This is an optimization exercise on Yosys and OpenROAD, whose aim is small area, not a production implementation.
Function was checked by simulation only, so behaviour that the tests miss may differ from the original.

==> flow/design.v, too long to show whole: its modules and the start of the top module <==
// module bsh32_dn_88: 14 lines
// module bsh8_dn_64: 12 lines
// module crc32_d64: 103 lines
// module crc32_d8s: 201 lines
// module crc32_d16s: 201 lines
// module crc32_d24s: 201 lines
// module eth_crc32_gen: 396 lines
module eth_crc32_gen(
	clk,         	    
	rst_n,       	    
	data_vld,    	    
	data_eop,    	    
	data_sop,    	    
	data_in,     	    
	data_be,     	    
	crc_out,     	    
	crc_vld      	    
 );
  // ...
==> flow/run.sh <==
#!/bin/bash
# synth_recipe.tcl (not shown) runs the flow's synth.tcl, then flattens the netlist and writes it again
# the make line also repeats each setting of config.mk as NAME=value (left out here)
make -C /OpenROAD-flow-scripts/flow DESIGN_CONFIG=/design/flow/config.mk WORK_HOME=/design/flow/orfs CLKGATE_MAP_FILE= SYNTH_SCRIPT=/design/flow/synth_recipe.tcl finish
==> flow/config.mk <==
export PLATFORM = sky130hd
export DESIGN_NAME = eth_crc32_gen
export DESIGN_NICKNAME = eth_crc32_gen
export VERILOG_FILES = /design/flow/design.v
export SDC_FILE = /design/flow/constraint.sdc
export NUM_CORES = 4
export LEC_CHECK = 0
export CAP_MARGIN = 20
export CORE_MARGIN = 2
export CORE_UTILIZATION = 40
export SETUP_SLACK_MARGIN = 0.4
export SLEW_MARGIN = 20
==> flow/constraint.sdc <==
create_clock -name core_clock -period 9.0 [get_ports {clk}]
set_input_delay 1.8000 -clock core_clock [delete_from_list [all_inputs] [get_ports {clk}]]
set_output_delay 1.8000 -clock core_clock [all_outputs]
set_load 0.01 [all_outputs]
==> impl_metrics.yaml, run 1 <==
cells_and_area:
  largest_cell_class: "multi-input gates"
  antenna_cells: 1
  n_all_inverters: 41
  area.sequential_sq_um: 660.6
synthesis:
  netlist.area_leader.share_pct: 31.17
  ys.flop_type: "dfxtp_1"
  synth_area_sq_um: 18090
  synthCells: 2068
  syn_nets: 2141
timing:
  tns_ps: 0
  finalCritPeriodShare_pct: 96.20
  max_freq_mhz: 115.5
worst_setup_path:
  timing.critical_path.mode_cell: "xnor2_1"
  crit_type: "in2reg"
clock_network:
  cts_tree: "built"
  cts.sinks: 33
outcome:
  status: "finished clean"
floorplan:
  core_sq_um: 44410
min_path:
  holdPathEnd: "crc_dout_s3[15]"
detailed_routing:
  first_pass_iters: 6
  drt-initial-drc-count: 2638
grt:
  top_usage_layer: "met2"
  grt_pass1_wl_microns: 149600
==> module eth_crc32_gen, before the edit <==
module eth_crc32_gen(
	clk,         	    
	rst_n,       	    
	data_vld,    	    
	data_eop,    	    
	data_sop,    	    
	data_in,     	    
	data_be,     	    
	crc_out,     	    
	crc_vld      	    
 );
 parameter CRC_DWIDTH  = 32;
 input            clk;         	    
 input            rst_n;       	     
 input            data_vld;    		 
 input            data_eop;    	    
 input            data_sop;    	    
 input  [64-1:0]  data_in;     	    
 input  [3-1:0]   data_be;     	   
 wire   [3-1:0]   data_offset = 3'd0;  
 output [31:0]    crc_out;     	   
 output reg       crc_vld;     	    
 reg              data_vld_s2;
 reg    [64-1:0]  shft_dout_s2;
 reg              data_eop_s2;
 reg              be_lt4_s2;
 reg    [32-1:0]  crc_dout_s3;
 reg    [32-1:0]  crc_dout_mux_s2;
 reg    [24-1:0]  shft_odd_dout_s2;
 reg    [64-1:0]  data_mask; 
 reg              info_mux_s2_crc_eop;
 reg    [2-1:0]   info_s2_crc_sel;  
 reg    [32-1:0]  crc_mux_s2;
 wire   [32-1:0]  crc_dout_d32_s2;
 wire   [4-1:0]   data_shft;  
 wire   [4-1:0]   seed_shft;
 wire   [3-1:0]   sum_data_be_offset;  
 wire   [64-1:0]  data_in_mask_s1;
 wire   [88-1:0]  adj_data_in_mask_s1;
 wire   [64-1:0]  adj_seed_crc_s1;
 wire   [88-1:0]  shft_dout_s1;
 wire   [64-1:0]  shft_crc_mux_s1;
 wire             be_lt4_s1;
 assign sum_data_be_offset = data_offset  + data_be;
 assign data_shft          = ~(|sum_data_be_offset) ? 3'd0 : {1'b0, ~sum_data_be_offset} + 4'd1;
 assign seed_shft = ~(|data_be) ? 4'd0 : {1'b0, ~data_be} + 4'd1;
 always@(*)
  begin
   case(data_offset)
    3'd1:    data_mask = data_sop ? {8'h0, {56{1'b1}}} : {64{1'b1}};
    3'd2:    data_mask = data_sop ? {16'h0,{48{1'b1}}} : {64{1'b1}};
    3'd3:    data_mask = data_sop ? {24'h0,{40{1'b1}}} : {64{1'b1}};
    3'd4:    data_mask = data_sop ? {32'h0,{32{1'b1}}} : {64{1'b1}};
    3'd5:    data_mask = data_sop ? {40'h0,{24{1'b1}}} : {64{1'b1}};
    3'd6:    data_mask = data_sop ? {48'h0,{16{1'b1}}} : {64{1'b1}};
    3'd7:    data_mask = data_sop ? {56'h0,{8{1'b1}}}  : {64{1'b1}};
    default: data_mask = {64{1'b1}}; 
   endcase
  end
 assign be_lt4_s1 = (data_be < 3'd4);
 always@(*)
  begin
   data_vld_s2     = data_vld;
   data_eop_s2     = data_eop;
   info_s2_crc_sel = sum_data_be_offset[1:0];
   be_lt4_s2       = be_lt4_s1;
  end
 assign data_in_mask_s1 = data_mask & SWAP_LEWIZ_DATA64(data_in);
 wire [4-1:0] adj_data_shft_s1 = (|sum_data_be_offset[2-1:0]) ? {data_shft[4-1:2], 2'd0} + 4'd4 : {data_shft[4-1:2], 2'd0};
 wire [4-1:0] adj_seed_shft_s1 = (|data_offset)      ? seed_shft :
                                 (|seed_shft[2-1:0]) ? {seed_shft[4-1:2], 2'd0} + 4'd4 : {seed_shft[4-1:2], 2'd0};
 assign adj_data_in_mask_s1 = {data_in_mask_s1, 24'd0};
 bsh32_dn_88 u_bsh32_dn_88_data(
  .shft(adj_data_shft_s1[4-1:2]),
  .din (adj_data_in_mask_s1),
  .dout(shft_dout_s1)
 );
 assign adj_seed_crc_s1 = {SWAP_CRC(crc_mux_s2), 32'd0};
 bsh8_dn_64 u_bsh8_dn_64_crc(
  .shft(adj_seed_shft_s1[2:0]),
  .din (adj_seed_crc_s1),
  .dout(shft_crc_mux_s1)
 );
 always@(*) begin
  shft_dout_s2     = shft_dout_s1[88-1:24] ^ shft_crc_mux_s1;  
  shft_odd_dout_s2 = shft_dout_s1[24-1:0];
 end
 wire [64-1:0] swap_shft_dout_s2 = SWAP_DATA64(shft_dout_s2);
 wire [24-1:0] swap_shft_odd_dout_s2 = SWAP_DATA24(shft_odd_dout_s2);
 crc32_d64 u_crc32_d64(
  .data(swap_shft_dout_s2),
  .crc (crc_dout_d32_s2)
 );
 wire [32-1:0] crc_gen_d32_s2 = ~SWAP_NO_CRC(crc_dout_d32_s2);
 always@(*) begin
  crc_mux_s2 = crc_dout_s3 | {32{data_sop}};
 end 
 wire [32-1:0] crc_dout_d8_s2;
 wire [32-1:0] crc_seed_d8_s2 = be_lt4_s2 ? crc_mux_s2 : crc_dout_d32_s2;
 wire [32-1:0] crc_gen_d8_s2  = ~SWAP_NO_CRC(crc_dout_d8_s2); 
 crc32_d8s u_crc32_d8s(
  .seed(crc_seed_d8_s2),
  .data(swap_shft_odd_dout_s2[23:16]),
  .crc (crc_dout_d8_s2)
 );
 wire [32-1:0] crc_dout_d16_s2;
 wire [32-1:0] crc_seed_d16_s2 = be_lt4_s2 ? crc_mux_s2 : crc_dout_d32_s2;
 wire [32-1:0] crc_gen_d16_s2  = ~SWAP_NO_CRC(crc_dout_d16_s2); 
 crc32_d16s u_crc32_d16s(
  .seed(crc_seed_d16_s2),
  .data(swap_shft_odd_dout_s2[23:8]),
  .crc (crc_dout_d16_s2)
 );
 wire [32-1:0] crc_dout_d24_s2;
 wire [32-1:0] crc_seed_d24_s2 = be_lt4_s2 ? crc_mux_s2 : crc_dout_d32_s2;
 wire [32-1:0] crc_gen_d24_s2  = ~SWAP_NO_CRC(crc_dout_d24_s2);  
 crc32_d24s u_crc32_d24s(
  .seed(crc_seed_d24_s2),
  .data(swap_shft_odd_dout_s2[23:0]),
  .crc (crc_dout_d24_s2)
 );
 always@(*) begin
   case(info_s2_crc_sel)
    2'd1:    crc_dout_mux_s2 = crc_dout_d8_s2;
    2'd2:    crc_dout_mux_s2 = crc_dout_d16_s2;
    2'd3:    crc_dout_mux_s2 = crc_dout_d24_s2;
    default: crc_dout_mux_s2 = crc_dout_d32_s2;
   endcase
 end
 always@(*) begin
   info_mux_s2_crc_eop = (data_eop && ~(|data_be));
  end
 always@(posedge clk) 
  if(!rst_n) begin
   crc_dout_s3 <= {CRC_DWIDTH{1'b1}};
  end else begin 
   crc_dout_s3 <= crc_dout_mux_s2;
  end
 assign crc_out = ~SWAP_NO_CRC(crc_dout_s3);
 always@(posedge clk) 
  if(!rst_n)
   crc_vld <= 1'b0;
  else
   crc_vld <= data_vld_s2 && data_eop_s2;
 function [32-1:0] SWAP_CRC;
 input [32-1:0] crc;
 reg   [32-1:0] temp;
 begin
  temp[31] = crc[24];
  temp[30] = crc[25];
  temp[29] = crc[26];
  temp[28] = crc[27];
  temp[27] = crc[28];
  temp[26] = crc[29];
  temp[25] = crc[30];
  temp[24] = crc[31];
  temp[23] = crc[16];
  temp[22] = crc[17];
  temp[21] = crc[18];
  temp[20] = crc[19];
  temp[19] = crc[20];
  temp[18] = crc[21];
  temp[17] = crc[22];
  temp[16] = crc[23];
  temp[15] = crc[8];
  temp[14] = crc[9];
  temp[13] = crc[10];
  temp[12] = crc[11];
  temp[11] = crc[12];
  temp[10] = crc[13];
  temp[9] = crc[14];
  temp[8] = crc[15];
  temp[7] = crc[0];
  temp[6] = crc[1];
  temp[5] = crc[2];
  temp[4] = crc[3];
  temp[3] = crc[4];
  temp[2] = crc[5];
  temp[1] = crc[6];
  temp[0] = crc[7];
  SWAP_CRC = temp;
 end
 endfunction                
 function [32-1:0] SWAP_NO_CRC;
 input [32-1:0] crc;
 reg   [32-1:0] temp;
 begin
  temp[31] = crc[0];
  temp[30] = crc[1];
  temp[29] = crc[2];
  temp[28] = crc[3];
  temp[27] = crc[4];
  temp[26] = crc[5];
  temp[25] = crc[6];
  temp[24] = crc[7];
  temp[23] = crc[8]; 
  temp[22] = crc[9]; 
  temp[21] = crc[10];
  temp[20] = crc[11];
  temp[19] = crc[12];
  temp[18] = crc[13];
  temp[17] = crc[14];
  temp[16] = crc[15];
  temp[15] = crc[16];
  temp[14] = crc[17];
  temp[13] = crc[18];
  temp[12] = crc[19];
  temp[11] = crc[20];
  temp[10] = crc[21];
  temp[9]  = crc[22];
  temp[8]  = crc[23];
  temp[7]  = crc[24];
  temp[6]  = crc[25];
  temp[5]  = crc[26];
  temp[4]  = crc[27];
  temp[3]  = crc[28];
  temp[2]  = crc[29];
  temp[1]  = crc[30];
  temp[0]  = crc[31];
  SWAP_NO_CRC = temp;
 end
 endfunction                                
 function [64-1:0] SWAP_DATA64;
 input [64-1:0] DIN;
 reg   [64-1:0] DOUT;
 begin
   DOUT[63] = DIN[56];
   DOUT[62] = DIN[57];
   DOUT[61] = DIN[58];
   DOUT[60] = DIN[59];
   DOUT[59] = DIN[60];
   DOUT[58] = DIN[61];
   DOUT[57] = DIN[62];
   DOUT[56] = DIN[63];
   DOUT[55] = DIN[48];
   DOUT[54] = DIN[49];
   DOUT[53] = DIN[50];
   DOUT[52] = DIN[51];
   DOUT[51] = DIN[52];
   DOUT[50] = DIN[53];
   DOUT[49] = DIN[54];
   DOUT[48] = DIN[55];
   DOUT[47] = DIN[40];
   DOUT[46] = DIN[41];
   DOUT[45] = DIN[42];
   DOUT[44] = DIN[43];
   DOUT[43] = DIN[44];
   DOUT[42] = DIN[45];
   DOUT[41] = DIN[46];
   DOUT[40] = DIN[47];
   DOUT[39] = DIN[32];
   DOUT[38] = DIN[33];
   DOUT[37] = DIN[34];
   DOUT[36] = DIN[35];
   DOUT[35] = DIN[36];
   DOUT[34] = DIN[37];
   DOUT[33] = DIN[38];
   DOUT[32] = DIN[39];
   DOUT[31] = DIN[24];
   DOUT[30] = DIN[25];
   DOUT[29] = DIN[26];
   DOUT[28] = DIN[27];
   DOUT[27] = DIN[28];
   DOUT[26] = DIN[29];
   DOUT[25] = DIN[30];
   DOUT[24] = DIN[31];
   DOUT[23] = DIN[16];
   DOUT[22] = DIN[17];
   DOUT[21] = DIN[18];
   DOUT[20] = DIN[19];
   DOUT[19] = DIN[20];
   DOUT[18] = DIN[21];
   DOUT[17] = DIN[22];
   DOUT[16] = DIN[23];
   DOUT[15] = DIN[8];
   DOUT[14] = DIN[9];
   DOUT[13] = DIN[10];
   DOUT[12] = DIN[11];
   DOUT[11] = DIN[12];
   DOUT[10] = DIN[13];
   DOUT[9] = DIN[14];
   DOUT[8] = DIN[15];
   DOUT[7] = DIN[0];
   DOUT[6] = DIN[1];
   DOUT[5] = DIN[2];
   DOUT[4] = DIN[3];
   DOUT[3] = DIN[4];
   DOUT[2] = DIN[5];
   DOUT[1] = DIN[6];
   DOUT[0] = DIN[7];
   SWAP_DATA64 = DOUT; 
 end
 endfunction
 function [24-1:0] SWAP_DATA24;
 input [24-1:0] DIN;
 reg   [24-1:0] DOUT;
 begin
   DOUT[23] = DIN[16];
   DOUT[22] = DIN[17];
   DOUT[21] = DIN[18];
   DOUT[20] = DIN[19];
   DOUT[19] = DIN[20];
   DOUT[18] = DIN[21];
   DOUT[17] = DIN[22];
   DOUT[16] = DIN[23];
   DOUT[15] = DIN[8];
   DOUT[14] = DIN[9];
   DOUT[13] = DIN[10];
   DOUT[12] = DIN[11];
   DOUT[11] = DIN[12];
   DOUT[10] = DIN[13];
   DOUT[9] = DIN[14];
   DOUT[8] = DIN[15];
   DOUT[7] = DIN[0];
   DOUT[6] = DIN[1];
   DOUT[5] = DIN[2];
   DOUT[4] = DIN[3];
   DOUT[3] = DIN[4];
   DOUT[2] = DIN[5];
   DOUT[1] = DIN[6];
   DOUT[0] = DIN[7];
   SWAP_DATA24 = DOUT; 
 end
 endfunction
 function [64-1:0] SWAP_LEWIZ_DATA64;
 input [64-1:0] DIN;
 reg   [64-1:0] DOUT;
 begin
   DOUT[63] = DIN[7];
   DOUT[62] = DIN[6];
   DOUT[61] = DIN[5];
   DOUT[60] = DIN[4];
   DOUT[59] = DIN[3];
   DOUT[58] = DIN[2];
   DOUT[57] = DIN[1];
   DOUT[56] = DIN[0];
   DOUT[55] = DIN[15];
   DOUT[54] = DIN[14];
   DOUT[53] = DIN[13];
   DOUT[52] = DIN[12];
   DOUT[51] = DIN[11];
   DOUT[50] = DIN[10];
   DOUT[49] = DIN[9];
   DOUT[48] = DIN[8];
   DOUT[47] = DIN[23];
   DOUT[46] = DIN[22];
   DOUT[45] = DIN[21];
   DOUT[44] = DIN[20];
   DOUT[43] = DIN[19];
   DOUT[42] = DIN[18];
   DOUT[41] = DIN[17];
   DOUT[40] = DIN[16];
   DOUT[39] = DIN[31];
   DOUT[38] = DIN[30];
   DOUT[37] = DIN[29];
   DOUT[36] = DIN[28];
   DOUT[35] = DIN[27];
   DOUT[34] = DIN[26];
   DOUT[33] = DIN[25];
   DOUT[32] = DIN[24];
   DOUT[31] = DIN[39];
   DOUT[30] = DIN[38];
   DOUT[29] = DIN[37];
   DOUT[28] = DIN[36];
   DOUT[27] = DIN[35];
   DOUT[26] = DIN[34];
   DOUT[25] = DIN[33];
   DOUT[24] = DIN[32];
   DOUT[23] = DIN[47];
   DOUT[22] = DIN[46];
   DOUT[21] = DIN[45];
   DOUT[20] = DIN[44];
   DOUT[19] = DIN[43];
   DOUT[18] = DIN[42];
   DOUT[17] = DIN[41];
   DOUT[16] = DIN[40];
   DOUT[15] = DIN[55];
   DOUT[14] = DIN[54];
   DOUT[13] = DIN[53];
   DOUT[12] = DIN[52];
   DOUT[11] = DIN[51];
   DOUT[10] = DIN[50];
   DOUT[9]  = DIN[49];
   DOUT[8]  = DIN[48];
   DOUT[7]  = DIN[63];
   DOUT[6]  = DIN[62];
   DOUT[5]  = DIN[61];
   DOUT[4]  = DIN[60];
   DOUT[3]  = DIN[59];
   DOUT[2]  = DIN[58];
   DOUT[1]  = DIN[57];
   DOUT[0]  = DIN[56];
   SWAP_LEWIZ_DATA64 = DOUT; 
 end
 endfunction
endmodule
==> run 2, diff against run 1 <==
==> flow/design.v (replaced) <==
module eth_crc32_gen (
  input         clk,
  input         rst_n,
  input         data_vld,
  input         data_eop,
  input         data_sop,
  input  [63:0] data_in,
  input  [2:0]  data_be,
  output [31:0] crc_out,
  output reg    crc_vld
);
  reg  [31:0] crc_n;      
  wire [31:0] seed = ~(crc_n & {32{~data_sop}});
  wire [63:0] y = data_in ^ {32'd0, seed};
  reg  [63:0] x;
  always @(*) begin
    case (data_be)
      3'd0: x = y;
      3'd1: x = {y[7:0], 56'd0};
      3'd2: x = {y[15:0], 48'd0};
      3'd3: x = {y[23:0], 40'd0};
      3'd4: x = {y[31:0], 32'd0};
      3'd5: x = {y[39:0], 24'd0};
      3'd6: x = {y[47:0], 16'd0};
      3'd7: x = {y[55:0], 8'd0};
    endcase
  end
  reg  [31:0] tail;
  always @(*) begin
    case (data_be)
      3'd1: tail = {8'd0, seed[31:8]};
      3'd2: tail = {16'd0, seed[31:16]};
      3'd3: tail = {24'd0, seed[31:24]};
      default: tail = 32'd0;
    endcase
  end
  wire [31:0] crc_d;
  wire t64 = x[3] ^ x[13];
  wire t65 = x[4] ^ x[39];
  wire t66 = x[11] ^ x[32];
  wire t67 = x[6] ^ x[16];
  wire t68 = x[7] ^ x[12];
  wire t69 = x[36] ^ x[54];
  wire t70 = x[5] ^ x[15];
  wire t71 = x[8] ^ x[37];
  wire t72 = x[9] ^ x[38];
  wire t73 = x[19] ^ x[34];
  wire t74 = x[30] ^ x[55];
  wire t75 = x[10] ^ x[56];
  wire t76 = x[47] ^ t64;
  wire t77 = x[1] ^ x[14];
  wire t78 = x[0] ^ x[35];
  wire t79 = x[45] ^ t66;
  wire t80 = x[31] ^ x[61];
  wire t81 = x[17] ^ t65;
  wire t82 = x[20] ^ x[40];
  wire t83 = x[2] ^ x[59];
  wire t84 = x[21] ^ x[41];
  wire t85 = x[22] ^ x[42];
  wire t86 = x[50] ^ x[57];
  wire t87 = x[23] ^ x[43];
  wire t88 = x[24] ^ x[44];
  wire t89 = x[25] ^ x[52];
  wire t90 = x[26] ^ x[46];
  wire t91 = x[48] ^ x[60];
  wire t92 = x[51] ^ x[63];
  wire t93 = x[33] ^ x[58];
  wire t94 = x[18] ^ t70;
  wire t95 = x[27] ^ x[49];
  wire t96 = x[62] ^ t86;
  wire t97 = t67 ^ t69;
  wire t98 = x[53] ^ t84;
  wire t99 = t74 ^ t91;
  wire t100 = x[28] ^ t90;
  wire t101 = x[29] ^ t76;
  wire t102 = x[35] ^ t72;
  wire t103 = x[13] ^ t81;
  wire t104 = t68 ^ t85;
  wire t105 = t75 ^ t80;
  wire t106 = t73 ^ t82;
  wire t107 = x[11] ^ t83;
  wire t108 = x[28] ^ x[34];
  wire t109 = x[12] ^ x[60];
  wire t110 = x[19] ^ t77;
  wire t111 = x[20] ^ t87;
  wire t112 = x[61] ^ t104;
  wire t113 = x[7] ^ t88;
  wire t114 = x[39] ^ x[58];
  wire t115 = t71 ^ t94;
  wire t116 = x[25] ^ t79;
  wire t117 = x[63] ^ t71;
  wire t118 = t68 ^ t100;
  wire t119 = t89 ^ t92;
  wire t120 = x[3] ^ t106;
  wire t121 = x[27] ^ t77;
  wire t122 = t93 ^ t97;
  wire t123 = x[31] ^ x[36];
  wire t124 = x[33] ^ t78;
  wire t125 = t82 ^ t98;
  wire t126 = x[5] ^ x[18];
  wire t127 = x[38] ^ x[40];
  wire t128 = t66 ^ t78;
  wire t129 = x[57] ^ t72;
  wire t130 = x[21] ^ t83;
  wire t131 = x[34] ^ t114;
  wire t132 = x[62] ^ t64;
  wire t133 = x[15] ^ t67;
  wire t134 = x[57] ^ t88;
  wire t135 = x[2] ^ t79;
  wire t136 = x[44] ^ t70;
  wire t137 = x[8] ^ x[45];
  wire t138 = x[24] ^ t80;
  wire t139 = x[62] ^ t95;
  wire t140 = x[4] ^ x[9];
  wire t141 = x[16] ^ t101;
  wire t142 = x[12] ^ x[54];
  wire t143 = x[16] ^ t89;
  wire t144 = x[14] ^ t103;
  wire t145 = x[26] ^ x[53];
  wire t146 = x[49] ^ t105;
  wire t147 = x[59] ^ t93;
  wire t148 = x[5] ^ x[30];
  wire t149 = x[10] ^ x[48];
  wire t150 = t122 ^ t149;
  wire t151 = x[37] ^ x[55];
  wire t152 = t68 ^ t107;
  wire t153 = t75 ^ t81;
  wire t154 = t108 ^ t123;
  wire t155 = x[1] ^ x[29];
  wire t156 = x[56] ^ t84;
  wire t157 = t71 ^ t85;
  wire t158 = t73 ^ t109;
  wire t159 = t97 ^ t155;
  wire t160 = t127 ^ t157;
  wire t161 = x[2] ^ x[36];
  wire t162 = x[6] ^ x[41];
  wire t163 = x[51] ^ t74;
  wire t164 = t78 ^ t110;
  wire t165 = t111 ^ t112;
  wire t166 = t129 ^ t165;
  wire t167 = x[0] ^ x[38];
  wire t168 = x[42] ^ t75;
  wire t169 = t77 ^ t131;
  wire t170 = t87 ^ t130;
  wire t171 = x[3] ^ t116;
  wire t172 = x[22] ^ t65;
  wire t173 = x[40] ^ t134;
  wire t174 = x[43] ^ t110;
  wire t175 = x[60] ^ t117;
  wire t176 = t98 ^ t102;
  wire t177 = x[23] ^ t90;
  wire t178 = t73 ^ t99;
  wire t179 = x[42] ^ t118;
  wire t180 = x[53] ^ t139;
  wire t181 = x[56] ^ t76;
  wire t182 = t133 ^ t179;
  wire t183 = t137 ^ t138;
  wire t184 = x[17] ^ t140;
  wire t185 = x[21] ^ t108;
  wire t186 = x[32] ^ x[46];
  wire t187 = x[43] ^ t96;
  wire t188 = t69 ^ t113;
  wire t189 = x[22] ^ x[28];
  wire t190 = x[39] ^ x[44];
  wire t191 = x[47] ^ t95;
  wire t192 = t120 ^ t189;
  wire t193 = x[10] ^ x[29];
  wire t194 = x[23] ^ x[50];
  wire t195 = t69 ^ t118;
  wire t196 = x[24] ^ x[33];
  wire t197 = x[27] ^ t107;
  wire t198 = t142 ^ t196;
  wire t199 = x[14] ^ x[41];
  wire t200 = t65 ^ t99;
  wire t201 = x[32] ^ t145;
  wire t202 = x[17] ^ x[50];
  wire t203 = x[31] ^ t73;
  wire t204 = t92 ^ t203;
  wire t205 = x[6] ^ x[18];
  wire t206 = x[11] ^ t101;
  wire t207 = x[0] ^ x[46];
  wire t208 = t136 ^ t146;
  wire t209 = x[1] ^ x[8];
  wire t210 = x[58] ^ t76;
  wire t211 = t79 ^ t96;
  wire t212 = x[9] ^ t144;
  wire t213 = t91 ^ t102;
  wire t214 = x[59] ^ t119;
  assign crc_d[0] = x[52] ^ t66 ^ t74 ^ t81 ^ t102 ^ t120 ^ t121 ^ t150 ^ tail[0];
  assign crc_d[1] = x[49] ^ t94 ^ t124 ^ t125 ^ t151 ^ t152 ^ t153 ^ t154 ^ tail[1];
  assign crc_d[2] = t64 ^ t86 ^ t126 ^ t128 ^ t156 ^ t158 ^ t159 ^ t160 ^ tail[2];
  assign crc_d[3] = x[37] ^ t93 ^ t103 ^ t161 ^ t162 ^ t163 ^ t164 ^ t166 ^ tail[3];
  assign crc_d[4] = x[52] ^ t82 ^ t113 ^ t115 ^ t123 ^ t132 ^ t167 ^ t168 ^ t169 ^ t170 ^ tail[4];
  assign crc_d[5] = t83 ^ t133 ^ t171 ^ t172 ^ t173 ^ t174 ^ t175 ^ t176 ^ tail[5];
  assign crc_d[6] = x[35] ^ t89 ^ t112 ^ t121 ^ t135 ^ t136 ^ t162 ^ t177 ^ t178 ^ tail[6];
  assign crc_d[7] = t111 ^ t124 ^ t161 ^ t180 ^ t181 ^ t182 ^ t183 ^ tail[7];
  assign crc_d[8] = x[25] ^ x[48] ^ t117 ^ t121 ^ t141 ^ t184 ^ t185 ^ t186 ^ t187 ^ t188 ^ tail[8];
  assign crc_d[9] = x[26] ^ t115 ^ t119 ^ t135 ^ t159 ^ t190 ^ t191 ^ t192 ^ tail[9];
  assign crc_d[10] = x[37] ^ t98 ^ t135 ^ t169 ^ t193 ^ t194 ^ t195 ^ tail[10];
  assign crc_d[11] = x[15] ^ x[35] ^ x[46] ^ t101 ^ t160 ^ t163 ^ t197 ^ t198 ^ tail[11];
  assign crc_d[12] = x[12] ^ t72 ^ t87 ^ t143 ^ t154 ^ t181 ^ t199 ^ t200 ^ tail[12];
  assign crc_d[13] = x[29] ^ x[35] ^ x[37] ^ x[42] ^ x[48] ^ t70 ^ t144 ^ t146 ^ t173 ^ t201 ^ tail[13];
  assign crc_d[14] = x[30] ^ t94 ^ t95 ^ t116 ^ t122 ^ t127 ^ t187 ^ t199 ^ tail[14];
  assign crc_d[15] = x[41] ^ t147 ^ t151 ^ t182 ^ t190 ^ t202 ^ t204 ^ tail[15];
  assign crc_d[16] = x[7] ^ x[9] ^ x[51] ^ t69 ^ t137 ^ t147 ^ t168 ^ t174 ^ t200 ^ t205 ^ t206 ^ tail[16];
  assign crc_d[17] = x[14] ^ x[43] ^ x[52] ^ x[57] ^ t71 ^ t99 ^ t106 ^ t140 ^ t152 ^ t207 ^ t208 ^ tail[17];
  assign crc_d[18] = x[20] ^ t67 ^ t109 ^ t176 ^ t208 ^ t209 ^ t210 ^ t211 ^ tail[18];
  assign crc_d[19] = t92 ^ t112 ^ t130 ^ t150 ^ t207 ^ t211 ^ t212 ^ tail[19];
  assign crc_d[20] = x[13] ^ x[19] ^ x[30] ^ x[47] ^ x[59] ^ t68 ^ t92 ^ t97 ^ t111 ^ t115 ^ t139 ^ t172 ^ t186 ^ t213 ^ tail[20];
  assign crc_d[21] = x[1] ^ x[4] ^ x[54] ^ t80 ^ t95 ^ t113 ^ t128 ^ t148 ^ t175 ^ t185 ^ t194 ^ t210 ^ tail[21];
  assign crc_d[22] = x[51] ^ x[62] ^ t114 ^ t142 ^ t143 ^ t148 ^ t183 ^ t192 ^ t193 ^ t197 ^ t202 ^ tail[22];
  assign crc_d[23] = x[23] ^ x[29] ^ x[31] ^ t74 ^ t100 ^ t109 ^ t125 ^ t128 ^ t132 ^ t184 ^ t205 ^ t214 ^ tail[23];
  assign crc_d[24] = x[17] ^ x[26] ^ x[55] ^ x[56] ^ x[63] ^ t67 ^ t104 ^ t125 ^ t126 ^ t131 ^ t138 ^ t206 ^ t213 ^ tail[24];
  assign crc_d[25] = x[11] ^ x[18] ^ x[34] ^ x[49] ^ x[55] ^ t132 ^ t143 ^ t147 ^ t156 ^ t166 ^ t209 ^ tail[25];
  assign crc_d[26] = x[8] ^ x[58] ^ x[63] ^ t75 ^ t78 ^ t85 ^ t88 ^ t96 ^ t145 ^ t158 ^ t170 ^ t212 ^ tail[26];
  assign crc_d[27] = x[22] ^ x[32] ^ x[33] ^ x[45] ^ x[61] ^ t67 ^ t87 ^ t94 ^ t103 ^ t134 ^ t167 ^ t178 ^ t214 ^ tail[27];
  assign crc_d[28] = x[4] ^ t72 ^ t99 ^ t105 ^ t126 ^ t171 ^ t177 ^ t180 ^ t188 ^ tail[28];
  assign crc_d[29] = x[5] ^ x[6] ^ x[19] ^ x[55] ^ t65 ^ t96 ^ t100 ^ t105 ^ t116 ^ t117 ^ t191 ^ t198 ^ tail[29];
  assign crc_d[30] = t96 ^ t119 ^ t141 ^ t148 ^ t153 ^ t164 ^ t195 ^ tail[30];
  assign crc_d[31] = x[2] ^ x[10] ^ x[39] ^ x[54] ^ t115 ^ t124 ^ t129 ^ t141 ^ t201 ^ t204 ^ tail[31];
  always @(posedge clk) begin
    crc_n   <= ~crc_d;
    crc_vld <= rst_n & data_vld & data_eop;
  end
  assign crc_out = crc_n;
endmodule
==> run 2 against run 1 <==
  * Synthesized cell count shrank 49%
  * Via count fell by 50%
  * Clock skew hardly changed
  * Final area fell by 50%
  * Sequential share of layout area increased by 3.3 points
  * Routed wire length decreased by 61%
  * Worst setup slack better by 2100 ps
  * Critical endpoint is now crc_n[20]
==> impl_metrics.yaml, run 2 <==
grt:
  grt_start_max_net_pins: 60
  grt_pass1_vias: 8216
  grt_pass1_wl_microns: 61130
  gr-total-overflow: 0
  grt_util_all_layers_pct: 35.72
  grt_antenna_before_repair: 1
cells_and_area:
  nNetsFinal: 1185
  area.sequential_sq_um: 660.6
  drive_above_1_share_pct: 11.49
  antenna_cells: 0
  final_cell_mix: "xnor2_1 (304), clkdlybuf4s50_1 (101), xor2_1 (80), a21oi_1 (59), nor2_1 (57)"
  area_growth_pct: 14.59
  postLayoutCellArea_sq_um: 10220
  largest_reg_flops: 32
  fin_cells: 1394
  top_regs: "crc_n x32, crc_vld x1"
  fillCellCount: 2197
  top_register: "crc_n"
  multi_input_area_sq_um: 7911
  final_common_cell: "xnor2_1"
clock_network:
  post_cts_buffers: 0
  ctsHoldBuffers: 0
  htree_levels: 2
  root_buffer: "clkbuf_16"
  cts.sinks: 33
  cts_tree: "built"
  clk-insertion-delay-late_ps: 290
  cts_resized: 0
  clockBufferDepth: 2
  tritoncts.num_buffers: 5
  path_clk_slew_ps: 50
worst_setup_path:
  endpoint_kind: "flip-flop"
  required_ps: 9160
  cp_max_fo: 20
  cpPeakStageDelay_ps: 880
  start_kind: "input port"
  cp_top_family: "XOR/XNOR gates"
  crit_slowest_cell: "clkdlybuf4s50_1"
  crit_type: "in2reg"
  timing.critical_path.mode_cell: "xnor2_1"
  critPathArrivalTime_ps: 6730
  path_cells: "clkdlybuf4s50_1 -> nand2_1 -> nor2_1 -> a22oi_1 -> o21ai_0 -> o22ai_2 -> xnor2_1 -> xor2_1 -> xor3_1 -> xnor2_1 -> xnor2_1"
  path_buf_inv: 1
run:
  maxCapViolCount: 0
timing:
  skew_ps: 8.633
  finalCritPeriodShare_pct: 72.96
  slew_headroom_pct: 21.20
  rsz0062_at_grt: "no"
  worst_slack_ps: 2434
  hold_viol: 0
  tns_ps: 0
  max_freq_mhz: 152.3
  tightest_slew_ps: 1174
  setup_viol: 0
  period_needed_ps: 6566
  drv_slew: 0
synthesis:
  ys_seq_area_share_pct: 7.406
  synth_area_leader_cell: "xnor2_1"
  yosysMostFrequentCell: "xnor2_1"
  ys_warn_count: 1
  avgSynthCellArea_sq_um: 8.536
  syn_nets: 1117
  ys_top_cells_by_count: "xnor2_1 (304), xor2_1 (80), a21oi_1 (59)"
  synth_area_sq_um: 8920
  ys.flop_type: "dfxtp_1"
  synthCells: 1045
  synth_cell_types: 80
  ys_top_cells_by_area: "xnor2_1 (30%), xor2_1 (7.9%), dfxtp_1 (7.4%)"
  synth_seq_cells: 33
  synth_edf_count: 0
  async_flop_share_pct: 0
  netlist.area_leader.share_pct: 29.85
place:
  dpl_cell_area_sq_um: 10080
  dpl.hpwl_microns: 35320
  place_inst: 1386
  portBuffers: 104
  finalWeightedCongestion: 1.035
  place_ws_ps: 2426
floorplan:
  start_util_pct: 40.87
  die_area_sq_um: 23510
  rows: 54
  core_sq_um: 21820
  die_y_microns: 153.3
  io_pins: 105
  fp.dieW_microns: 153.3
detailed_routing:
  routed_wl_microns: 43040
  ant_nets: 0
  wire_per_inst_microns: 30.88
  vias: 8608
  drc: 0
  first_pass_iters: 6
  vias_per_cell: 6.175
  drt-initial-drc-count: 1057
outcome:
  status: "finished clean"
min_path:
  hp-class: "reg2reg"
-- run 2: changes by cell type after synthesis, sizes merged, moves of 47 or more --
cell,before,now
xnor2,670,322
xor2,275,93
xnor3,123,18
nor2,141,58
clkbuf,89,19
buf,102,38
nor3,65,4
mux2i,79,28
nand2,88,41
-- run 2: path summary, 6_finish.rpt --
kind,depth (start not counted),slack (ps),endpoint,start
worst max register to register,10,4810,crc_n[20],crc_n[15]
worst min-delay path,3,850,crc_n[22],crc_n[30]
worst min register to register,3,850,crc_n[22],crc_n[30]
worst max-delay path,11,2430,crc_n[20],data_be[2]
-- run 2: cells by family (layout without fill, tap and decap cells) --
kind of cell,after synthesis,count (layout),synth area share (%)
mux,58,58,6.971
simple gates,189,189,10.80
buf+inv,64,133,3.970
compound gates,266,266,22.04
flops,33,33,7.406
xor+xnor,435,435,48.81
-- run 2: cell type report --
| type | instances | share of cell area, % |
|---|---|---|
| clock buffer | 6 | 1.261 |
| clock inverter | 2 | 0.09793 |
| sequential | 33 | 6.463 |
| tap | 280 | 3.428 |
| timing repair buffer | 118 | 11.09 |
| inverter | 7 | 0.2571 |
| multi-input combinational | 948 | 77.40 |
-- run 2: routing by layer --
metal	global-route usage, %	vias up	wire length (microns)	part of all wire [%]
met2	55.06	576	18710	43
met4	13.85	2	2021	4.7
li1	-	3775	-	-
met3	6.748	95	4203	9.8
met1	49.33	4160	18100	42
met5	0	-	9	0.021
-- run 2: stage by stage --
step / hold WS [ps] / util, %
2_1_floorplan: 790.0 / -
4_1_cts: 849.5 / 46.84
3_3_place_gp: 838.9 / 46.20
5_1_grt: 937.6 / 46.84
3_5_place_dp: 838.9 / 46.20
6_report: 846.7 / 46.84
-- run 2: worst min-delay path, stage by stage (launching register included) --
cell,delay (ps)
dfxtp_1,350
nor2b_1,170
o21ai_0,210
xnor2_1,70
==> run 3, diff against run 2 <==
==> flow/design.v (replaced) <==
module eth_crc32_gen (
  input         clk,
  input         rst_n,
  input         data_vld,
  input         data_eop,
  input         data_sop,
  input  [63:0] data_in,
  input  [2:0]  data_be,
  output [31:0] crc_out,
  output reg    crc_vld
);
  reg  [31:0] crc_n;      
  wire [31:0] seed = ~(crc_n & {32{~data_sop}});
  wire [63:0] y = data_in ^ {32'd0, seed};
  reg [63:0] x;
  integer i, jj;
  wire [2:0] sh = 3'd0 - data_be;
  always @(*) begin
    x = 64'd0;
    for (i = 0; i < 8; i = i + 1)
      for (jj = 0; jj <= i; jj = jj + 1)
        if (sh == jj) x[8*i +: 8] = y[8*(i-jj) +: 8];
  end
  reg  [31:0] tail;
  always @(*) begin
    case (data_be)
      3'd1: tail = {8'd0, seed[31:8]};
      3'd2: tail = {16'd0, seed[31:16]};
      3'd3: tail = {24'd0, seed[31:24]};
      default: tail = 32'd0;
    endcase
  end
  wire [31:0] crc_d;
  wire t64 = x[3] ^ x[13];
  wire t65 = x[11] ^ x[12];
  wire t66 = x[19] ^ x[39];
  wire t67 = x[5] ^ x[32];
  wire t68 = x[6] ^ x[16];
  wire t69 = x[4] ^ x[9];
  wire t70 = x[7] ^ x[36];
  wire t71 = x[8] ^ x[37];
  wire t72 = x[10] ^ x[56];
  wire t73 = x[27] ^ x[54];
  wire t74 = x[30] ^ x[55];
  wire t75 = x[47] ^ t64;
  wire t76 = x[31] ^ x[61];
  wire t77 = x[35] ^ x[38];
  wire t78 = x[34] ^ x[58];
  wire t79 = x[1] ^ x[14];
  wire t80 = x[51] ^ t66;
  wire t81 = x[2] ^ x[15];
  wire t82 = x[17] ^ x[63];
  wire t83 = x[41] ^ t65;
  wire t84 = x[50] ^ x[62];
  wire t85 = x[25] ^ x[45];
  wire t86 = x[60] ^ t69;
  wire t87 = x[23] ^ x[43];
  wire t88 = x[20] ^ x[40];
  wire t89 = x[22] ^ x[59];
  wire t90 = x[26] ^ x[53];
  wire t91 = x[24] ^ x[44];
  wire t92 = x[0] ^ x[57];
  wire t93 = x[49] ^ t67;
  wire t94 = x[46] ^ t70;
  wire t95 = x[48] ^ t74;
  wire t96 = x[33] ^ x[42];
  wire t97 = x[21] ^ t83;
  wire t98 = x[52] ^ t88;
  wire t99 = t68 ^ t77;
  wire t100 = t73 ^ t93;
  wire t101 = x[18] ^ x[29];
  wire t102 = x[63] ^ t71;
  wire t103 = x[12] ^ t87;
  wire t104 = x[34] ^ t81;
  wire t105 = t72 ^ t76;
  wire t106 = x[21] ^ t91;
  wire t107 = x[28] ^ x[35];
  wire t108 = x[18] ^ x[38];
  wire t109 = t82 ^ t84;
  wire t110 = t86 ^ t95;
  wire t111 = x[32] ^ t79;
  wire t112 = x[11] ^ t85;
  wire t113 = x[13] ^ t92;
  wire t114 = t100 ^ t102;
  wire t115 = x[0] ^ t107;
  wire t116 = x[16] ^ x[25];
  wire t117 = x[7] ^ t78;
  wire t118 = x[31] ^ x[59];
  wire t119 = x[3] ^ t98;
  wire t120 = t80 ^ t101;
  wire t121 = x[30] ^ t80;
  wire t122 = x[61] ^ t96;
  wire t123 = x[60] ^ t97;
  wire t124 = x[2] ^ t113;
  wire t125 = x[14] ^ x[39];
  wire t126 = t94 ^ t109;
  wire t127 = x[45] ^ x[54];
  wire t128 = x[35] ^ x[42];
  wire t129 = x[44] ^ x[46];
  wire t130 = t90 ^ t94;
  wire t131 = x[62] ^ t64;
  wire t132 = x[5] ^ x[39];
  wire t133 = x[24] ^ t65;
  wire t134 = t86 ^ t89;
  wire t135 = x[43] ^ x[57];
  wire t136 = x[8] ^ t75;
  wire t137 = t72 ^ t79;
  wire t138 = x[26] ^ x[28];
  wire t139 = x[29] ^ t73;
  wire t140 = x[52] ^ t116;
  wire t141 = x[15] ^ t68;
  wire t142 = x[20] ^ t103;
  wire t143 = x[10] ^ t78;
  wire t144 = x[54] ^ t92;
  wire t145 = x[55] ^ t117;
  wire t146 = x[17] ^ x[37];
  wire t147 = t99 ^ t123;
  wire t148 = x[4] ^ x[33];
  wire t149 = t87 ^ t108;
  wire t150 = x[47] ^ t114;
  wire t151 = x[57] ^ t105;
  wire t152 = t70 ^ t146;
  wire t153 = x[40] ^ t71;
  wire t154 = t89 ^ t133;
  wire t155 = t85 ^ t148;
  wire t156 = x[45] ^ t136;
  wire t157 = t80 ^ t141;
  wire t158 = x[37] ^ x[50];
  wire t159 = t111 ^ t135;
  wire t160 = t115 ^ t118;
  wire t161 = x[56] ^ t145;
  wire t162 = t75 ^ t140;
  wire t163 = x[28] ^ x[34];
  wire t164 = x[23] ^ t130;
  wire t165 = t93 ^ t151;
  wire t166 = t82 ^ t101;
  wire t167 = t105 ^ t110;
  wire t168 = x[1] ^ x[36];
  wire t169 = t100 ^ t108;
  wire t170 = x[52] ^ x[60];
  wire t171 = t88 ^ t132;
  wire t172 = x[36] ^ x[41];
  wire t173 = x[6] ^ x[23];
  wire t174 = t81 ^ t106;
  wire t175 = t111 ^ t143;
  wire t176 = x[7] ^ t129;
  wire t177 = t98 ^ t131;
  wire t178 = x[58] ^ t127;
  wire t179 = t90 ^ t128;
  wire t180 = x[42] ^ t147;
  wire t181 = x[19] ^ t176;
  wire t182 = x[9] ^ t161;
  wire t183 = x[15] ^ x[48];
  wire t184 = x[61] ^ t170;
  wire t185 = t112 ^ t169;
  wire t186 = x[48] ^ t69;
  wire t187 = t75 ^ t77;
  wire t188 = x[46] ^ t74;
  wire t189 = t126 ^ t186;
  wire t190 = t66 ^ t134;
  wire t191 = x[43] ^ x[59];
  wire t192 = x[58] ^ t84;
  wire t193 = t95 ^ t184;
  wire t194 = t70 ^ t137;
  wire t195 = t104 ^ t181;
  wire t196 = x[2] ^ x[28];
  wire t197 = x[22] ^ t79;
  wire t198 = t75 ^ t106;
  wire t199 = t67 ^ t193;
  wire t200 = t104 ^ t120;
  wire t201 = t138 ^ t150;
  wire t202 = x[32] ^ x[51];
  wire t203 = t97 ^ t160;
  wire t204 = t67 ^ t144;
  wire t205 = x[13] ^ t183;
  wire t206 = x[24] ^ t76;
  wire t207 = t139 ^ t154;
  wire t208 = t81 ^ t96;
  wire t209 = t89 ^ t149;
  wire t210 = x[17] ^ t119;
  wire t211 = x[5] ^ t121;
  wire t212 = x[4] ^ x[29];
  wire t213 = t82 ^ t157;
  wire t214 = x[22] ^ t180;
  wire t215 = t122 ^ t124;
  wire t216 = x[1] ^ x[20];
  wire t217 = t90 ^ t166;
  wire t218 = x[62] ^ t142;
  assign crc_d[0] = x[11] ^ x[33] ^ x[36] ^ t66 ^ t69 ^ t73 ^ t95 ^ t99 ^ t175 ^ t210 ^ tail[0];
  assign crc_d[1] = x[18] ^ x[49] ^ x[53] ^ x[55] ^ t72 ^ t104 ^ t148 ^ t152 ^ t171 ^ t203 ^ tail[1];
  assign crc_d[2] = x[19] ^ x[34] ^ x[50] ^ x[56] ^ t64 ^ t101 ^ t153 ^ t168 ^ t204 ^ t214 ^ tail[2];
  assign crc_d[3] = x[6] ^ x[41] ^ x[58] ^ t69 ^ t74 ^ t77 ^ t80 ^ t142 ^ t152 ^ t197 ^ t215 ^ tail[3];
  assign crc_d[4] = x[0] ^ x[42] ^ t71 ^ t78 ^ t118 ^ t132 ^ t149 ^ t174 ^ t177 ^ t194 ^ tail[4];
  assign crc_d[5] = x[3] ^ x[40] ^ x[41] ^ x[53] ^ t99 ^ t102 ^ t112 ^ t159 ^ t174 ^ t190 ^ tail[5];
  assign crc_d[6] = x[26] ^ x[27] ^ t83 ^ t85 ^ t128 ^ t173 ^ t195 ^ t197 ^ t199 ^ tail[6];
  assign crc_d[7] = x[27] ^ x[49] ^ x[56] ^ t68 ^ t115 ^ t130 ^ t156 ^ t206 ^ t208 ^ t218 ^ tail[7];
  assign crc_d[8] = t71 ^ t116 ^ t139 ^ t159 ^ t163 ^ t189 ^ t198 ^ tail[8];
  assign crc_d[9] = x[22] ^ x[44] ^ t68 ^ t112 ^ t119 ^ t168 ^ t200 ^ t201 ^ tail[9];
  assign crc_d[10] = x[29] ^ x[39] ^ t97 ^ t127 ^ t158 ^ t164 ^ t175 ^ t196 ^ tail[10];
  assign crc_d[11] = x[51] ^ t153 ^ t187 ^ t188 ^ t207 ^ t208 ^ tail[11];
  assign crc_d[12] = x[31] ^ x[38] ^ x[56] ^ t103 ^ t110 ^ t125 ^ t162 ^ t163 ^ t172 ^ tail[12];
  assign crc_d[13] = x[40] ^ t91 ^ t125 ^ t146 ^ t165 ^ t179 ^ t205 ^ t212 ^ tail[13];
  assign crc_d[14] = x[14] ^ x[30] ^ x[33] ^ x[40] ^ t135 ^ t141 ^ t172 ^ t185 ^ t192 ^ tail[14];
  assign crc_d[15] = x[12] ^ x[41] ^ t96 ^ t118 ^ t129 ^ t138 ^ t145 ^ t158 ^ t213 ^ tail[15];
  assign crc_d[16] = x[6] ^ x[11] ^ t96 ^ t110 ^ t120 ^ t136 ^ t178 ^ t191 ^ t194 ^ tail[16];
  assign crc_d[17] = x[5] ^ x[14] ^ x[49] ^ t65 ^ t71 ^ t92 ^ t98 ^ t167 ^ t191 ^ t195 ^ tail[17];
  assign crc_d[18] = x[9] ^ x[15] ^ x[44] ^ x[53] ^ t147 ^ t156 ^ t165 ^ t192 ^ t216 ^ tail[18];
  assign crc_d[19] = x[10] ^ x[21] ^ t65 ^ t68 ^ t89 ^ t125 ^ t178 ^ t189 ^ t202 ^ t215 ^ tail[19];
  assign crc_d[20] = x[18] ^ t94 ^ t99 ^ t121 ^ t134 ^ t150 ^ t205 ^ t218 ^ tail[20];
  assign crc_d[21] = x[1] ^ x[4] ^ x[11] ^ x[23] ^ x[30] ^ x[50] ^ x[60] ^ t76 ^ t114 ^ t115 ^ t117 ^ t198 ^ tail[21];
  assign crc_d[22] = x[8] ^ x[16] ^ t76 ^ t84 ^ t85 ^ t143 ^ t196 ^ t207 ^ t210 ^ t211 ^ tail[22];
  assign crc_d[23] = x[25] ^ t86 ^ t173 ^ t177 ^ t188 ^ t202 ^ t203 ^ t217 ^ tail[23];
  assign crc_d[24] = x[48] ^ t75 ^ t171 ^ t182 ^ t206 ^ t214 ^ t217 ^ tail[24];
  assign crc_d[25] = x[8] ^ x[49] ^ x[57] ^ t97 ^ t122 ^ t131 ^ t140 ^ t182 ^ t209 ^ t216 ^ tail[25];
  assign crc_d[26] = x[8] ^ x[14] ^ t72 ^ t78 ^ t103 ^ t106 ^ t109 ^ t124 ^ t179 ^ t190 ^ tail[26];
  assign crc_d[27] = x[34] ^ t91 ^ t113 ^ t155 ^ t199 ^ t209 ^ t213 ^ tail[27];
  assign crc_d[28] = x[3] ^ x[62] ^ t91 ^ t164 ^ t167 ^ t185 ^ tail[28];
  assign crc_d[29] = x[6] ^ x[46] ^ x[55] ^ t66 ^ t84 ^ t133 ^ t151 ^ t155 ^ t201 ^ tail[29];
  assign crc_d[30] = x[12] ^ x[26] ^ t107 ^ t126 ^ t137 ^ t144 ^ t162 ^ t211 ^ t212 ^ tail[30];
  assign crc_d[31] = x[9] ^ x[10] ^ x[16] ^ x[31] ^ x[33] ^ t90 ^ t102 ^ t187 ^ t200 ^ t204 ^ tail[31];
  always @(posedge clk) begin
    crc_n   <= ~crc_d;
    crc_vld <= rst_n & data_vld & data_eop;
  end
  assign crc_out = crc_n;
endmodule
==> flow/flow/run.sh (new file) <==
#!/bin/bash
# Standard layout, with plain buf_1 cells as the port buffers.
cp standard.sh synth_recipe.tcl config.mk out/ 2>/dev/null
export BUFFER_PORTS_ARGS="-buffer_cell sky130_fd_sc_hd__buf_1"
bash standard.sh > standard.log 2>&1
==> flow/standard.sh (new file) <==
#!/bin/bash
# synth_recipe.tcl (not shown) runs the flow's synth.tcl, then flattens the netlist and writes it again
# the make line also repeats each setting of config.mk as NAME=value (left out here)
make -C /OpenROAD-flow-scripts/flow DESIGN_CONFIG=/design/flow/config.mk WORK_HOME=/design/flow/orfs CLKGATE_MAP_FILE= SYNTH_SCRIPT=/design/flow/synth_recipe.tcl "${@:-finish}"
removed: flow/run.sh
==> run 3 against run 2 <==
  * Still clean
  * First-iteration DRC count increased by 52%
  * Synthesized cell count decreased by 8.5%
  * Via count decreased by 4.1%
  * Final cell count decreased by 5.7%
  * Critical path depth decreased by 1
  * Critical endpoint is now crc_n[9]
  * Highest routed layer is now met4
==> impl_metrics.yaml, run 3 <==
synthesis:
  synthCells: 956
  synth_compound_area_share_pct: 21.09
  ys_top_cells_by_count: "xnor2_1 (257), xor2_1 (92), nand2_1 (52)"
  synthAdderAreaFrac_pct: 0
  synth_area_sq_um: 8198
  synth-simple-area-share_pct: 10.64
  avgSynthCellArea_sq_um: 8.575
  synth_top_family_by_area: "XOR/XNOR gates"
  synth-xor-area-share_pct: 53.46
  async_flop_share_pct: 0
  syn_nets: 1028
  ys_top_cells_by_area: "xnor2_1 (27%), xnor3_1 (13%), xor2_1 (9.8%)"
  synth_edf_count: 0
  synth_area_leader_cell: "xnor2_1"
  ys.flop_type: "dfxtp_1"
  synth_cell_types: 66
  ys_seq_area_share_pct: 8.059
  netlist.area_leader.share_pct: 27.46
  ys_warn_count: 1
  synth_seq_cells: 33
  synth_mux_area_share_pct: 3.022
  yosysMostFrequentCell: "xnor2_1"
floorplan:
  start_util_pct: 40.65
  rows: 52
  core_sq_um: 20170
  io_pins: 105
  die_area_sq_um: 21660
  fp.dieW_microns: 147.2
  die_y_microns: 147.2
detailed_routing:
  vias_per_cell: 6.285
  vias: 8259
  drt-initial-drc-count: 1605
  drc: 0
  first_pass_iters: 6
  wire_per_inst_microns: 28.77
  ant_nets: 0
  routed_wl_microns: 37810
grt:
  grt_start_max_net_pins: 72
  grt_util_all_layers_pct: 34.25
  grt_pass1_wl_microns: 54370
  grt_antenna_before_repair: 0
  gr-total-overflow: 0
  grt_pass1_vias: 7714
cells_and_area:
  top_register: "crc_n"
  area_growth_pct: 10.41
  drive_above_1_share_pct: 6.609
  largest_reg_flops: 32
  postLayoutCellArea_sq_um: 9051
  antenna_cells: 0
  fillCellCount: 2076
  final_cell_mix: "xnor2_1 (255), buf_1 (101), xor2_1 (92), nand2_1 (52)"
  top_regs: "crc_n x32, crc_vld x1"
  nNetsFinal: 1115
  final_common_cell: "xnor2_1"
timing:
  rsz0062_at_grt: "no"
  hold_viol: 0
  setup_viol: 0
  tightest_slew_ps: 1327
  tns_ps: 0
  drv_slew: 0
  slew_headroom_pct: 11.52
  skew_ps: 12.30
  finalCritPeriodShare_pct: 72.23
  max_freq_mhz: 153.8
  period_needed_ps: 6501
worst_setup_path:
  required_ps: 9160
  start_kind: "input port"
  rr_worst_depth: 9
  crit_type: "in2reg"
  critPathLaunch: "data_be[2]"
  endpoint_kind: "flip-flop"
  crit_path_end: "crc_n[9]"
  r2r_end: "crc_n[24]"
  crit-reg2reg-launch: "crc_n[5]"
  cp_max_fo: 39
  critPathArrivalTime_ps: 6660
  reg2reg_slack_ps: 4630
place:
  finalWeightedCongestion: 1.068
  portBuffers: 104
  dpl.hpwl_microns: 29940
  dpl_cell_area_sq_um: 8886
clock_network:
  cts_resized: 0
  tritoncts.num_buffers: 5
  cts.sinks: 33
  cts_tree: "built"
  post_cts_buffers: 0
  clockBufferDepth: 2
  root_buffer: "clkbuf_16"
  ctsHoldBuffers: 0
  clk-insertion-delay-late_ps: 290
  htree_levels: 2
  path_clk_slew_ps: 50
run:
  maxCapViolCount: 0
outcome:
  status: "finished clean"
min_path:
  hp-class: "reg2reg"
[run 3: changes by cell type in the layout (fill, tap and decap cells not counted), moves of 13 or more]
cell             delta
buf_1             +101
clkdlybuf4s50_1   -101
xnor2_1            -49
xnor3_1            +29
a22oi_1            +25
mux2_2             -23
buf_4              +13
nor2_1             -13
o22ai_1            +13
[run 3: metal layers]
metal | routed length, microns | global-route usage, % | vias to the layer above
li1 | - | - | 3541
met1 | 14930 | 47.32 | 3911
met2 | 15950 | 51.61 | 694
met3 | 5157 | 8.882 | 113
met4 | 1773 | 12.21 | 0
met5 | 0 | 0 | -
[run 3: worst max-delay path: stages]
cell,delay [ps]
clkbuf_2,330
buf_4,470
inv_2,240
nand2_1,630
o22ai_1,200
a221oi_1,1050
xnor2_1,530
xor3_1,580
xnor2_1,340
xnor3_1,470
[run 3: how the worst min path moves through the flow]
stage / slack (ps) / from / to / depth (start not counted)
finish: 930 / crc_n[27] / crc_n[11] / 4
detailed placement: 910 / crc_n[27] / crc_n[11] / 4
global route: 950 / crc_n[27] / crc_n[11] / 4
floorplan: 790 / crc_n[8] / crc_n[0] / 4
global placement: 890 / crc_n[27] / crc_n[11] / 4
CTS: 920 / crc_n[27] / crc_n[11] / 4
[run 3: per-stage QoR]
stage	worst slack [ps]	hold WS (ps)	instances	utilization, %
final	2499	925.7	1314	44.88
after global routing	2381	953.4	1314	44.88
after floorplan	4200	790.3	956	-
after global placement	2572	889.1	1306	44.06
after detailed placement	2487	910.4	1306	44.06
after CTS	2783	916.7	1314	44.84
[run 3: area by class of cell]
type                       count  area [sq um]  share of cell area, %
inverter                      10         37.54                 0.4147
tap                          270         337.8                  3.732
timing repair buffer         132         604.3                  6.677
multi-input combinational    861          7253                  80.14
clock inverter                 1         5.005                0.05529
sequential                    33         660.6                  7.299
clock buffer                   7         152.6                  1.686
[run 3: logic make-up (layout without fill, tap and decap cells)]
logic type,count (synthesis),in the layout
AO/OA/AOI/OAI,251,251
XOR/XNOR,409,409
buffers and inverters,62,150
flip-flops,33,33
multiplexers,24,24
AND/OR/NAND/NOR,177,177
==> run 4, diff against run 3 <==
==> flow/run.sh (new file) <==
#!/bin/bash
# synth_recipe.tcl (not shown) runs the flow's synth.tcl, then flattens the netlist and writes it again
# the make line also repeats each setting of config.mk as NAME=value (left out here)
make -C /OpenROAD-flow-scripts/flow DESIGN_CONFIG=/design/flow/config.mk WORK_HOME=/design/flow/orfs CLKGATE_MAP_FILE= SYNTH_SCRIPT=/design/flow/synth_recipe.tcl finish
removed: flow/flow/run.sh
removed: flow/standard.sh
==> run 4 against run 3 <==
  * Still clean
  * Non-clock buffer count up 4
  * Die area unchanged
  * Core utilization up 3.2 points
  * Final area up 7.1%
  * Highest routed layer unchanged
==> impl_metrics.yaml, run 4 <==
cells_and_area:
  nNetsFinal: 1119
  area.sequential_sq_um: 660.6
  multi_input_area_sq_um: 7246
  final_common_cell: "xnor2_1"
  drive_above_1_share_pct: 6.686
  fillCellCount: 2016
  antenna_cells: 0
  area_growth_pct: 18.21
  top_register: "crc_n"
  final_cell_mix: "xnor2_1 (256), clkdlybuf4s50_1 (101), xor2_1 (92), nand2_1 (52)"
  largest_reg_flops: 32
  top_regs: "crc_n x32, crc_vld x1"
clock_network:
  root_buffer: "clkbuf_16"
  ctsHoldBuffers: 0
  post_cts_buffers: 0
  htree_levels: 2
  path_clk_slew_ps: 50
  clk-insertion-delay-late_ps: 290
  cts_tree: "built"
  cts.sinks: 33
  tritoncts.num_buffers: 5
  cts_resized: 0
  clockBufferDepth: 2
synthesis:
  netlist.area_leader.share_pct: 27.46
  avgSynthCellArea_sq_um: 8.575
  synth_cell_types: 66
  ys_warn_count: 1
  ys_seq_area_share_pct: 8.059
  yosysMostFrequentCell: "xnor2_1"
  synth_seq_cells: 33
  synthCells: 956
  syn_nets: 1028
  ys_top_cells_by_area: "xnor2_1 (27%), xnor3_1 (13%), xor2_1 (9.8%)"
  synth_area_sq_um: 8198
  ys.flop_type: "dfxtp_1"
  ys_top_cells_by_count: "xnor2_1 (257), xor2_1 (92), nand2_1 (52)"
  synth_edf_count: 0
  synth_area_leader_cell: "xnor2_1"
  async_flop_share_pct: 0
worst_setup_path:
  required_ps: 9170
  crit_type: "in2reg"
  cp_max_fo: 48
  rr_worst_depth: 9
  start_kind: "input port"
  critPathArrivalTime_ps: 6920
  endpoint_kind: "flip-flop"
min_path:
  whs_path_depth: 4
  hp-class: "reg2reg"
detailed_routing:
  drt-initial-drc-count: 1376
  first_pass_iters: 6
  vias_per_cell: 6.345
  routed_wl_microns: 40790
  vias: 8357
  drc: 0
  wire_per_inst_microns: 30.97
  ant_nets: 0
grt:
  gr-total-overflow: 0
  grt_antenna_before_repair: 0
  grt_util_all_layers_pct: 36.99
  grt_pass1_vias: 7907
  grt_pass1_wl_microns: 58010
  grt_start_max_net_pins: 49
timing:
  tns_ps: 0
  fin_worst_hold_slack_ps: 1043
  rsz0062_at_grt: "no"
  worst_slack_ps: 2248
  period_needed_ps: 6752
  finalCritPeriodShare_pct: 75.02
  setup_viol: 0
  skew_ps: 9.632
  slew_headroom_pct: 18.04
  tightest_slew_ps: 1229
  max_freq_mhz: 148.1
  hold_viol: 0
  drv_slew: 0
floorplan:
  start_util_pct: 40.65
  die_y_microns: 147.2
  io_pins: 105
  fp.dieW_microns: 147.2
  core_sq_um: 20170
  rows: 52
  die_area_sq_um: 21660
place:
  finalWeightedCongestion: 1.055
  portBuffers: 104
  dpl.hpwl_microns: 32390
  place_ws_ps: 2141
outcome:
  status: "finished clean"
run:
  maxCapViolCount: 0
==> run 4: final cells by class <==
class | count | area share [%]
multi-input combinational | 861 | 74.77
timing repair buffer | 136 | 13.07
sequential | 33 | 6.817
tap | 270 | 3.486
clock buffer | 7 | 1.472
inverter | 10 | 0.3873
==> run 4: kinds of logic (layout without fill, tap and decap cells) <==
logic type	Yosys count	after routing	synth area share, %
AOI/OAI and AO/OA	251	251	21.09
xor gates and xnor gates	409	409	53.46
buffers and inverters	62	153	3.724
DFF	33	33	8.059
muxes	24	24	3.022
and+or+nand+nor	177	177	10.64
==> run 4: worst max-delay path, cell delays in order <==
cell,delay [ps]
buf_2,400
buf_4,560
nand2b_1,590
nor2_1,140
buf_4,240
a221oi_1,420
a2bb2oi_1,670
mux2i_1,470
xor2_1,480
xnor2_1,230
xnor2_1,400
xnor3_1,460
==> run 4: worst paths after layout <==
| path | from | endpoint | slack [ps] |
|---|---|---|---|
| hold / removal | crc_n[19] | crc_n[11] | 1040 |
| hold reg to reg | crc_n[19] | crc_n[11] | 1040 |
| setup reg to reg | crc_n[30] | crc_n[9] | 4490 |
| setup / recovery | data_be[0] | crc_n[8] | 2250 |
==> run 4: through the flow <==
stage,cell area (sq um),utilization [%],cells
after floorplan,8198,-,956
after global placement,9548,47.34,1310
after detailed placement,9548,47.34,1310
after CTS,9691,48.05,1317
after global routing,9691,48.05,1317
final,9691,48.05,1317
==> run 4: metal layers <==
metal / track usage [%] / share of wire, %
met5: 0 / 0
met4: 13.17 / 4.5
met3: 6.739 / 12
met2: 56.14 / 43
met1: 52.55 / 41

==> static timing again, ports no longer ideal <==
In the flow no input, the clock included, has a driving cell. The finished layouts below were timed again as built, in two steps.
Step 1: set_driving_cell puts a clkbuf_16 on clk and a buf_2 on each other input, an assumption about the parent block.
Step 2 also shifts input and output timing later by t, the mid clock arrival at the registers, as if the neighbouring blocks saw the same clock.
Three values: no drivers, after step 1, after step 2; two values: the first two.
| run | t (ns) | slack for setup (ns) | latest minus earliest clock arrival (ns) |
|---|---|---|---|
| run 1 | 0.336 | 0.342 / 0.360 / 0.025 | 0.009 / 0.009 |
| run 2 | 0.326 | 2.434 / 2.433 / 2.107 | 0.009 / 0.008 |
| run 3 | 0.319 | 2.499 / 2.513 / 2.194 | 0.012 / 0.012 |
| run 4 | 0.326 | 2.248 / 2.263 / 1.938 | 0.009 / 0.009 |
After both steps setup and hold are still met in every run listed. For run 2, which loses most, drivers alone change the setup slack by -0.001 ns; drivers and shift together by -0.327 ns.
